What follows belongs to an exercise in optimizing a design on an open flow for small area; a production flow would make more cautious choices.
Only simulation tests tie the RTL to the original design; equivalence was not proved.

==> v39: inputs <==
==> flow/design.v <==
`timescale 1ns / 1ns
module Top(Clk, Rst, DivRst, Start, LED, LCD_Data, LCD_E, LCD_RS, LCD_RW);
   input Clk, Rst, DivRst;
   input Start;
   output [7:0] LED;
   output [11:8] LCD_Data;
   output LCD_E, LCD_RS, LCD_RW;
   reg [1:0] k4;    
   reg [1:0] k3;    
   reg [2:0] k5;    
   always @(posedge Clk) begin
      if (DivRst) begin
         k4 <= 0;
         k3 <= 0;
         k5 <= 0;
      end
      else begin
         k4 <= {k4[0], !k4[1]};
         k3 <= {k3[0], !(k3[1] | k3[0])};
         k5 <= {k5[1], k5[0], !(k5[2] | k5[1])};
      end
   end
   wire TickMS  = !DivRst && k4[0] && !k4[1] && k3[1];
   wire TickLCD = !DivRst && (k4[0] == k4[1]) && k5[2] && !k5[1];
   localparam G_BEGIN = 3'd0, G_WAIT = 3'd1, G_COUNTER = 3'd2, G_CHEAT = 3'd3,
              G_LOSE = 3'd4, G_WIN = 3'd5, G_WAITR = 3'd6;
   reg [2:0] gs;
   reg [12:0] X;       
   reg [12:0] Deb;     
   reg [10:0] T;       
   reg [10:0] R;       
   reg RecAck, Cheat, Slow, Wait, LCDUpdate, LEDr;
   wire LCDAck;
   wire inW = !gs[2] && gs[0];    
   wire [10:0] RT = inW ? 11'd0 : X[10:0];
   wire bcd = (gs == G_COUNTER);
   wire [4:0] n0 = {1'b0, X[3:0]} + 5'd1;
   wire w0 = bcd && X[3:0] == 4'd9;
   wire c0 = n0[4] | w0;
   wire [4:0] n1 = {1'b0, X[7:4]} + {4'd0, c0};
   wire w1 = bcd && c0 && X[7:4] == 4'd9;
   wire c1 = n1[4] | w1;
   wire [4:0] n2 = X[12:8] + {4'd0, c1};
   wire [12:0] Xinc = {n2, w1 ? 4'd0 : n1[3:0], w0 ? 4'd0 : n0[3:0]};
   always @(posedge Clk) if (TickMS) begin
      if (Rst) R <= 0;
      else R <= (R == 2001) ? 11'd0 : R + 11'd1;
   end
   always @(posedge Clk) if (TickMS) begin
      if (Rst) begin
         gs <= G_BEGIN;
         RecAck <= 0;
         if (inW) X <= 0;
      end
      else begin
         case (gs)
           G_BEGIN: begin
              LEDr <= 0; Cheat <= 0; Slow <= 0; Wait <= 0;
              if (!RecAck) LCDUpdate <= 1;
              if (LCDAck) begin RecAck <= 1; LCDUpdate <= 0; end
              Deb <= 0;
              X <= 13'd0;
              if (Start) begin
                 gs <= G_WAITR;
                 T <= R;
                 RecAck <= 0;
              end
           end
           G_WAIT, G_WAITR: begin
              Deb <= Deb + 13'd1;
              X <= (gs == G_WAITR) ? 13'd7193 : Xinc;
              if (!Wait) begin Wait <= 1; LCDUpdate <= 1; end
              Slow <= 0; Cheat <= 0; LEDr <= 0;
              if (LCDAck) LCDUpdate <= 0;
              gs <= G_WAIT;
              if (gs == G_WAIT && X == {2'b00, T}) begin
                 gs <= G_COUNTER;
                 Wait <= 0;
                 Deb <= 0;
                 X <= 0;
              end
              else if (Deb > 500 && Start) begin
                 gs <= G_CHEAT;
                 Wait <= 0;
                 Deb <= 0;
              end
           end
           G_COUNTER: begin
              Wait <= 0;
              Deb <= 0;
              LEDr <= 1;
              X <= Xinc;
              if (X[10] && X[8]) gs <= G_LOSE;    
              else if (Start) gs <= G_WIN;
           end
           G_CHEAT: begin
              if (!Cheat) begin Cheat <= 1; LCDUpdate <= 1; end
              Wait <= 0;
              Deb <= Deb + 13'd1;
              if (LCDAck) LCDUpdate <= 0;
              if (Start && Deb > 500) begin
                 gs <= G_WAIT;
                 T <= R;
                 Cheat <= 0;
                 Deb <= 0;
              end
           end
           G_LOSE: begin
              if (!Slow) begin Slow <= 1; LCDUpdate <= 1; end
              if (LCDAck) LCDUpdate <= 0;
              if (Start) begin
                 gs <= G_WAITR;
                 T <= R;
              end
           end
           G_WIN: begin
              if (!RecAck) LCDUpdate <= 1;
              Deb <= Deb + 13'd1;
              if (LCDAck) LCDUpdate <= 0;
              RecAck <= 1;
              if (Start && Deb > 100) begin
                 gs <= G_WAITR;
                 T <= R;
                 Deb <= 0;
              end
           end
           default: ;
         endcase
      end
   end
   assign LED = {8{LEDr}};
   localparam D_INIT = 3'd0, D_WAIT = 3'd1, D_ACK = 3'd2,
              D_XC = 3'd4, D_XS = 3'd5, D_XW = 3'd6, D_XR = 3'd7;
   localparam M_CHEAT = 2'd0, M_SLOW = 2'd1, M_WAIT = 2'd2, M_REACT = 2'd3;
   reg [2:0] ds;
   reg AckR;
   reg [1:0] dtype;    
   reg [10:0] drt;
   reg [1:0] stype;    
   reg [10:0] srt;
   assign LCDAck = AckR;
   wire GO = (ds == D_ACK) || (ds == D_WAIT && AckR);
   always @(posedge Clk) if (TickLCD) begin
      if (Rst) begin
         ds <= D_INIT;
         AckR <= 0;
      end
      else begin
         AckR <= 0;
         case (ds)
           D_INIT: ds <= D_WAIT;
           D_WAIT: begin
              if (LCDUpdate) begin
                 if (Cheat) ds <= D_XC;
                 else if (Slow) ds <= D_XS;
                 else if (Wait) ds <= D_XW;
                 else ds <= D_XR;
              end
           end
           D_ACK: begin
              AckR <= 1;
              if (!LCDUpdate) ds <= D_WAIT;
           end
           default: begin    
              dtype <= ds[1:0];
              drt <= RT;
              ds <= D_ACK;
           end
         endcase
      end
   end
   reg [4:0] slot;
   reg [3:0] r;
   wire idle = (slot == 31) && (r == 11);
   wire preload = (slot == 14) && (r == 11);
   always @(posedge Clk) if (TickLCD) begin
      if (Rst) begin
         slot <= 9;
         r <= 0;
      end
      else if (idle) begin
         if (GO) begin
            slot <= 14;
            r <= 11;
         end
      end
      else if (r == 11) begin
         slot <= slot + 5'd1;
         r <= 0;
      end
      else r <= r + 4'd1;
      if (!Rst && preload) begin
         stype <= dtype;
         srt <= drt;
      end
   end
   wire [3:0] d2 = {1'b0, srt[10:8]};
   wire [3:0] d1 = srt[7:4];
   wire [3:0] d0 = srt[3:0];
   wire [3:0] c = slot[3:0];
   wire [5:0] ci = {stype, c};
   wire [7:0] chc =
      (ci == 6'd0) ? 8'h4e :
      (ci == 6'd1) ? 8'h6f :
      (ci == 6'd2) ? 8'h20 :
      (ci == 6'd3) ? 8'h43 :
      (ci == 6'd4) ? 8'h68 :
      (ci == 6'd5) ? 8'h65 :
      (ci == 6'd6) ? 8'h61 :
      (ci == 6'd7) ? 8'h74 :
      (ci == 6'd8) ? 8'h69 :
      (ci == 6'd9) ? 8'h6e :
      (ci == 6'd10) ? 8'h67 :
      (ci == 6'd11) ? 8'h21 :
      (ci == 6'd12) ? 8'h20 :
      (ci == 6'd13) ? 8'h20 :
      (ci == 6'd14) ? 8'h20 :
      (ci == 6'd15) ? 8'h20 :
      (ci == 6'd16) ? 8'h54 :
      (ci == 6'd17) ? 8'h6f :
      (ci == 6'd18) ? 8'h6f :
      (ci == 6'd19) ? 8'h20 :
      (ci == 6'd20) ? 8'h53 :
      (ci == 6'd21) ? 8'h6c :
      (ci == 6'd22) ? 8'h6f :
      (ci == 6'd23) ? 8'h77 :
      (ci == 6'd24) ? 8'h21 :
      (ci == 6'd25) ? 8'h20 :
      (ci == 6'd26) ? 8'h20 :
      (ci == 6'd27) ? 8'h20 :
      (ci == 6'd28) ? 8'h20 :
      (ci == 6'd29) ? 8'h20 :
      (ci == 6'd30) ? 8'h20 :
      (ci == 6'd31) ? 8'h20 :
      (ci == 6'd32) ? 8'h57 :
      (ci == 6'd33) ? 8'h61 :
      (ci == 6'd34) ? 8'h69 :
      (ci == 6'd35) ? 8'h74 :
      (ci == 6'd36) ? 8'h20 :
      (ci == 6'd37) ? 8'h66 :
      (ci == 6'd38) ? 8'h6f :
      (ci == 6'd39) ? 8'h72 :
      (ci == 6'd40) ? 8'h20 :
      (ci == 6'd41) ? 8'h4c :
      (ci == 6'd42) ? 8'h45 :
      (ci == 6'd43) ? 8'h44 :
      (ci == 6'd44) ? 8'h73 :
      (ci == 6'd45) ? 8'h2e :
      (ci == 6'd46) ? 8'h2e :
      (ci == 6'd47) ? 8'h2e :
      (ci == 6'd48) ? 8'h30 :
      (ci == 6'd49) ? 8'h2e :
      (ci == 6'd50) ? 8'h30 :
      (ci == 6'd51) ? 8'h30 :
      (ci == 6'd52) ? 8'h30 :
      (ci == 6'd53) ? 8'h20 :
      (ci == 6'd54) ? 8'h73 :
      (ci == 6'd55) ? 8'h20 :
      (ci == 6'd56) ? 8'h20 :
      (ci == 6'd57) ? 8'h20 :
      (ci == 6'd58) ? 8'h20 :
      (ci == 6'd59) ? 8'h20 :
      (ci == 6'd60) ? 8'h20 :
      (ci == 6'd61) ? 8'h20 :
      (ci == 6'd62) ? 8'h20 :
      8'h20;
   wire [7:0] ch = (stype == M_REACT && c == 2) ? {4'h3, d2} :
                   (stype == M_REACT && c == 3) ? {4'h3, d1} :
                   (stype == M_REACT && c == 4) ? {4'h3, d0} : chc;
   wire [7:0] byte_ = slot[4] ? ch : 8'h80;
   wire [8:0] sr = {slot, r};
   wire [4:0] pw =
      (sr == {5'd9, 4'd2}) ? 5'b00011 :
      (sr == {5'd9, 4'd3}) ? 5'b10011 :
      (sr == {5'd9, 4'd4}) ? 5'b00011 :
      (sr == {5'd9, 4'd5}) ? 5'b10011 :
      (sr == {5'd9, 4'd6}) ? 5'b00011 :
      (sr == {5'd9, 4'd7}) ? 5'b10011 :
      (sr == {5'd9, 4'd8}) ? 5'b00011 :
      (sr == {5'd9, 4'd9}) ? 5'b00010 :
      (sr == {5'd9, 4'd10}) ? 5'b10010 :
      (sr == {5'd9, 4'd11}) ? 5'b00010 :
      (sr == {5'd10, 4'd0}) ? 5'b10010 :
      (sr == {5'd10, 4'd2}) ? 5'b11000 :
      (sr == {5'd10, 4'd4}) ? 5'b10000 :
      (sr == {5'd10, 4'd6}) ? 5'b10110 :
      (sr == {5'd10, 4'd8}) ? 5'b10000 :
      (sr == {5'd10, 4'd10}) ? 5'b11100 :
      (sr == {5'd11, 4'd0}) ? 5'b10000 :
      (sr == {5'd11, 4'd2}) ? 5'b10001 :
      5'b00000;
   wire [3:0] pd = pw[3:0];
   wire pe = pw[4];
   wire init = !slot[4] && slot[3:0] != 4'd15;
   wire sendw = (r >= 2) && (r <= 5);
   assign LCD_E  = init ? pe : (r == 2 || r == 4);
   assign LCD_RS = slot[4] && sendw;
   assign LCD_Data = init ? pd :
                     (r == 2) ? byte_[7:4] :
                     (r == 4) ? byte_[3:0] : 4'd0;
   assign LCD_RW = 1'b0;
endmodule
==> flow/run.sh <==
#!/bin/bash
# synth_recipe.tcl (not shown) runs the flow's synth.tcl, then flattens the netlist and writes it again
# the make line also repeats each setting of config.mk as NAME=value (left out here)
make -C /OpenROAD-flow-scripts/flow DESIGN_CONFIG=/design/flow/config.mk WORK_HOME=/design/flow/orfs CLKGATE_MAP_FILE= SYNTH_SCRIPT=/design/flow/synth_recipe.tcl finish
==> flow/config.mk <==
export PLATFORM = sky130hd
export DESIGN_NAME = Top
export DESIGN_NICKNAME = Top
export VERILOG_FILES = /design/flow/design.v
export SDC_FILE = /design/flow/constraint.sdc
export NUM_CORES = 4
export LEC_CHECK = 0
export ABC_AREA = 1
export CAP_MARGIN = 20
export CORE_MARGIN = 2
export CORE_UTILIZATION = 40
export SLEW_MARGIN = 20
==> flow/constraint.sdc <==
create_clock -name core_clock -period 10.0 [get_ports {Clk}]
set_input_delay 2.0000 -clock core_clock [delete_from_list [all_inputs] [get_ports {Clk}]]
set_output_delay 2.0000 -clock core_clock [all_outputs]
set_load 0.01 [all_outputs]
==> v28 (differences from v39) <==
--- a/flow/design.v
+++ b/flow/design.v
@@ -31,3 +31,3 @@
    reg [10:0] R;       
-   reg RecAck, Cheat, Slow, Wait, LCDUpdate, LEDr;
+   reg RecAck, Cheat, Slow, Wait, LCDUpdate;
    wire LCDAck;
@@ -57,3 +57,3 @@
            G_BEGIN: begin
-              LEDr <= 0; Cheat <= 0; Slow <= 0; Wait <= 0;
+              Cheat <= 0; Slow <= 0; Wait <= 0;
               if (!RecAck) LCDUpdate <= 1;
@@ -72,3 +72,3 @@
               if (!Wait) begin Wait <= 1; LCDUpdate <= 1; end
-              Slow <= 0; Cheat <= 0; LEDr <= 0;
+              Slow <= 0; Cheat <= 0; 
               if (LCDAck) LCDUpdate <= 0;
@@ -90,3 +90,2 @@
               Deb <= 0;
-              LEDr <= 1;
               X <= Xinc;
@@ -130,2 +129,3 @@
    end
+   wire LEDr = (gs[2] && !gs[1]) || (gs[1] && !gs[0] && X[10:0] != 11'd0);
    assign LED = {8{LEDr}};
CORE_UTILIZATION = 70   (was 40)
CTS_BUF_LIST = sky130_fd_sc_hd__clkbuf_8   (was unset)
PLACE_DENSITY = 0.8   (was unset)
==> v8 (differences from v39) <==
--- a/flow/design.v
+++ b/flow/design.v
@@ -31,3 +31,3 @@
    reg [10:0] R;       
-   reg RecAck, Cheat, Slow, Wait, LCDUpdate, LEDr;
+   reg RecAck, Cheat, Slow, Wait, LCDUpdate;
    wire LCDAck;
@@ -57,3 +57,3 @@
            G_BEGIN: begin
-              LEDr <= 0; Cheat <= 0; Slow <= 0; Wait <= 0;
+              Cheat <= 0; Slow <= 0; Wait <= 0;
               if (!RecAck) LCDUpdate <= 1;
@@ -72,3 +72,3 @@
               if (!Wait) begin Wait <= 1; LCDUpdate <= 1; end
-              Slow <= 0; Cheat <= 0; LEDr <= 0;
+              Slow <= 0; Cheat <= 0; 
               if (LCDAck) LCDUpdate <= 0;
@@ -90,3 +90,2 @@
               Deb <= 0;
-              LEDr <= 1;
               X <= Xinc;
@@ -130,2 +129,3 @@
    end
+   wire LEDr = (gs[2] && !gs[1]) || (gs[1] && !gs[0] && X[10:0] != 11'd0);
    assign LED = {8{LEDr}};
==> flow/flow/run.sh (new file) <==
#!/bin/bash
# Standard synthesis, then the combinational logic re-mapped for area (the
# flip-flops stay as the standard synthesis made them, by name and cell), a
# SAT proof that the re-mapped logic equals the standard one, then the
# standard layout steps with small port buffers and a clock tree without
# dummy loads.
set -euo pipefail
R=orfs/results/$FLOW_PLATFORM/Top/base
LIB=$FLOW_HOME/platforms/$FLOW_PLATFORM/lib/sky130_fd_sc_hd__tt_025C_1v80.lib
bash standard.sh synth > 1_standard_synth.log 2>&1
cp $R/1_2_yosys.v standard_synth_netlist.v.txt
yosys -c flow/reopt.tcl > 2_reopt_yosys.log 2>&1
python3 flow/cutff.py standard_synth_netlist.v.txt comb_std.v gold
python3 flow/cutff.py $R/1_2_yosys.v comb_new.v gate
sed "s#@LIB@#$LIB#" flow/combeq.ys.in > combeq.ys
yosys -s combeq.ys > 3_combeq_yosys.log 2>&1
grep -q "SAT proof finished - no model found: SUCCESS" 3_combeq_yosys.log
rm -f $R/1_synth.odb $R/1_synth.sdc
bash standard.sh \
  BUFFER_PORTS_ARGS="-buffer_cell sky130_fd_sc_hd__buf_1" \
  CTS_ARGS="-sink_clustering_enable -repair_clock_nets -dont_use_dummy_load -buf_list sky130_fd_sc_hd__clkbuf_8 -sink_clustering_size 30 -sink_clustering_max_diameter 200" \
  finish > 4_standard_layout.log 2>&1
==> flow/flow/combeq.ys.in (new file) <==
read_liberty -ignore_miss_func @LIB@
read_verilog comb_std.v comb_new.v
hierarchy -check
flatten gold gate
opt_clean
miter -equiv -flatten -make_assert gold gate miter
hierarchy -top miter
sat -verify -prove-asserts miter
==> flow/flow/cutff.py (new file) <==
# cutff.py in.v out.v modname : replace flop instances by ports (comb-only module)
import re,sys
s=open(sys.argv[1]).read()
inst=re.compile(r'\n\s*(sky130_fd_sc_hd__e?dfxtp_1)\s+(\S+)\s*\((.*?)\);',re.S)
ports=[];decl=[];assigns=[]
def fix(n): return re.sub(r'[^A-Za-z0-9_]','_',n)
def repl(m):
    t,name,body=m.groups()
    pins=dict((k,v.strip()) for k,v in re.findall(r'\.(\w+)\(([^)]*)\)',body))
    b=fix(name)
    ports.append('q_'+b); decl.append(f'  input q_{b};'); assigns.append(f'  assign {pins["Q"]} = q_{b};')
    ports.append('d_'+b); decl.append(f'  output d_{b};'); assigns.append(f'  assign d_{b} = {pins["D"]} ;')
    if 'DE' in pins:
        ports.append('e_'+b); decl.append(f'  output e_{b};'); assigns.append(f'  assign e_{b} = {pins["DE"]} ;')
    return '\n'
s=inst.sub(repl,s)
s=re.sub(r'module Top\((.*?)\);',lambda m:'module '+sys.argv[3]+'('+m.group(1)+', '+', '.join(ports)+');\n'+'\n'.join(decl),s,count=1,flags=re.S)
s=s.replace('endmodule','\n'.join(assigns)+'\nendmodule')
open(sys.argv[2],'w').write(s)
==> flow/flow/dontuse.txt (new file) <==
sky130_fd_sc_hd__probe_p_8 sky130_fd_sc_hd__probec_p_8 sky130_fd_sc_hd__lpflow_bleeder_1 sky130_fd_sc_hd__lpflow_clkbufkapwr_1 sky130_fd_sc_hd__lpflow_clkbufkapwr_16 sky130_fd_sc_hd__lpflow_clkbufkapwr_2 sky130_fd_sc_hd__lpflow_clkbufkapwr_4 sky130_fd_sc_hd__lpflow_clkbufkapwr_8 sky130_fd_sc_hd__lpflow_clkinvkapwr_1 sky130_fd_sc_hd__lpflow_clkinvkapwr_16 sky130_fd_sc_hd__lpflow_clkinvkapwr_2 sky130_fd_sc_hd__lpflow_clkinvkapwr_4 sky130_fd_sc_hd__lpflow_clkinvkapwr_8 sky130_fd_sc_hd__lpflow_decapkapwr_12 sky130_fd_sc_hd__lpflow_decapkapwr_3 sky130_fd_sc_hd__lpflow_decapkapwr_4 sky130_fd_sc_hd__lpflow_decapkapwr_6 sky130_fd_sc_hd__lpflow_decapkapwr_8 sky130_fd_sc_hd__lpflow_inputiso0n_1 sky130_fd_sc_hd__lpflow_inputiso0p_1 sky130_fd_sc_hd__lpflow_inputiso1n_1 sky130_fd_sc_hd__lpflow_inputiso1p_1 sky130_fd_sc_hd__lpflow_inputisolatch_1 sky130_fd_sc_hd__lpflow_isobufsrc_1 sky130_fd_sc_hd__lpflow_isobufsrc_16 sky130_fd_sc_hd__lpflow_isobufsrc_2 sky130_fd_sc_hd__lpflow_isobufsrc_4 sky130_fd_sc_hd__lpflow_isobufsrc_8 sky130_fd_sc_hd__lpflow_isobufsrckapwr_16 sky130_fd_sc_hd__lpflow_lsbuf_lh_hl_isowell_tap_1 sky130_fd_sc_hd__lpflow_lsbuf_lh_hl_isowell_tap_2 sky130_fd_sc_hd__lpflow_lsbuf_lh_hl_isowell_tap_4 sky130_fd_sc_hd__lpflow_lsbuf_lh_isowell_4 sky130_fd_sc_hd__lpflow_lsbuf_lh_isowell_tap_1 sky130_fd_sc_hd__lpflow_lsbuf_lh_isowell_tap_2 sky130_fd_sc_hd__lpflow_lsbuf_lh_isowell_tap_4
==> flow/flow/flop_stubs.v (new file) <==
(* blackbox *) module sky130_fd_sc_hd__edfxtp_1(input CLK, input D, input DE, output Q); endmodule
(* blackbox *) module sky130_fd_sc_hd__dfxtp_1(input CLK, input D, output Q); endmodule
==> flow/flow/reopt.abc (new file) <==
strash; &get -n; &deepsyn -T 60; &put; &get -n; &dch -f; &nf -R 1000; &put; dnsize
==> flow/flow/reopt.tcl (new file) <==
# Re-map the combinational logic of the standard synthesis netlist for area.
# The flip-flops are kept as they are (black boxes), with their names and cells.
set lib $::env(FLOW_HOME)/platforms/$::env(FLOW_PLATFORM)/lib/sky130_fd_sc_hd__tt_025C_1v80.lib
set res orfs/results/$::env(FLOW_PLATFORM)/Top/base
set f [open flow/dontuse.txt]; set du [read $f]; close $f
set duargs {}
foreach c $du { lappend duargs -dont_use $c }
yosys read_verilog -lib flow/flop_stubs.v
yosys read_liberty -ignore_miss_func -nooverwrite $lib
yosys read_verilog $res/1_2_yosys.v
yosys hierarchy -top $::env(FLOW_TOP)
yosys stat -liberty $lib
yosys flatten
yosys opt -purge
yosys abc -liberty $lib {*}$duargs -script flow/reopt.abc
yosys opt_clean -purge
yosys hilomap -singleton -hicell sky130_fd_sc_hd__conb_1 HI -locell sky130_fd_sc_hd__conb_1 LO
yosys insbuf -buf sky130_fd_sc_hd__buf_1 A X
yosys splitnets
yosys opt_clean -purge
yosys read_liberty -lib -ignore_miss_func -nooverwrite $lib
yosys stat -liberty $lib
yosys check -assert
yosys write_verilog -noattr -nohex -nodec $res/1_2_yosys.v
==> flow/standard.sh (new file) <==
#!/bin/bash
# synth_recipe.tcl (not shown) runs the flow's synth.tcl, then flattens the netlist and writes it again
# the make line also repeats each setting of config.mk as NAME=value (left out here)
make -C /OpenROAD-flow-scripts/flow DESIGN_CONFIG=/design/flow/config.mk WORK_HOME=/design/flow/orfs CLKGATE_MAP_FILE= SYNTH_SCRIPT=/design/flow/synth_recipe.tcl "${@:-finish}"
CORE_UTILIZATION = 85   (was 40)
PLACE_DENSITY = 0.9   (was unset)
removed: flow/run.sh
==> out/results.ini <==
[layout]
postLayoutCellArea_sq_um = 6900
multiInputGateArea_sq_um = 2860
layout.area.seq_sq_um = 2990

[grt]
use_met3_pct = 4.46

[hold_path]
min_to = k5[1]

[clock_network]
cts_num_sinks = 102

[power_and_ir_drop]
p_sw_mw = 0.172

[critical_path]
rr_endpoint = X[12]

[routing]
drt_iter0_markers = 508

[run_status]
status = no timing/DRC/antenna violations

-- figures above: v28

==> out/results.ini <==
[grt]
use_met3_pct = 2.42

[routing]
drt_iter0_markers = 372

[layout]
postLayoutCellArea_sq_um = 7260
layout.area.seq_sq_um = 3020
multiInputGateArea_sq_um = 2910

[clock_network]
cts_num_sinks = 103

[synthesis]
synth_compound_area_share_pct = 7.79

[critical_path]
rr_endpoint = X[12]

[run_status]
status = no timing/DRC/antenna violations

-- figures above: v39

==> out/results.ini <==
[layout]
layout.area.seq_sq_um = 2990
postLayoutCellArea_sq_um = 5470

[run_status]
status = no timing/DRC/antenna violations

[power_and_ir_drop]
p_sw_mw = 0.143

[grt]
use_met3_pct = 15.4

-- figures above: v8

re-timing with driven ports:
Ports are ideal in the flow. The routed layouts listed here were re-timed in OpenROAD. Step 1: set_driving_cell puts a clkbuf_16 on Clk and a buf_2 on each other input, an assumption about the parent block. Step 2, shift: input delay + t, output delay - t, t = (earliest + latest rising clock arrival at the registers) / 2. This alone moves slack from input paths to output paths. Three values: ideal ports, drivers, drivers and shift; two values: the first two.
run	t (ns)	setup slack, ns	worst setup path at the end
v39	0.376	4.668 / 4.630 / 5.005	register to output
v28	0.404	4.472 / 4.439 / 4.844	register to output
v8	0.386	4.439 / 4.406 / 4.792	register to output
After both steps every run listed still meets setup and hold.
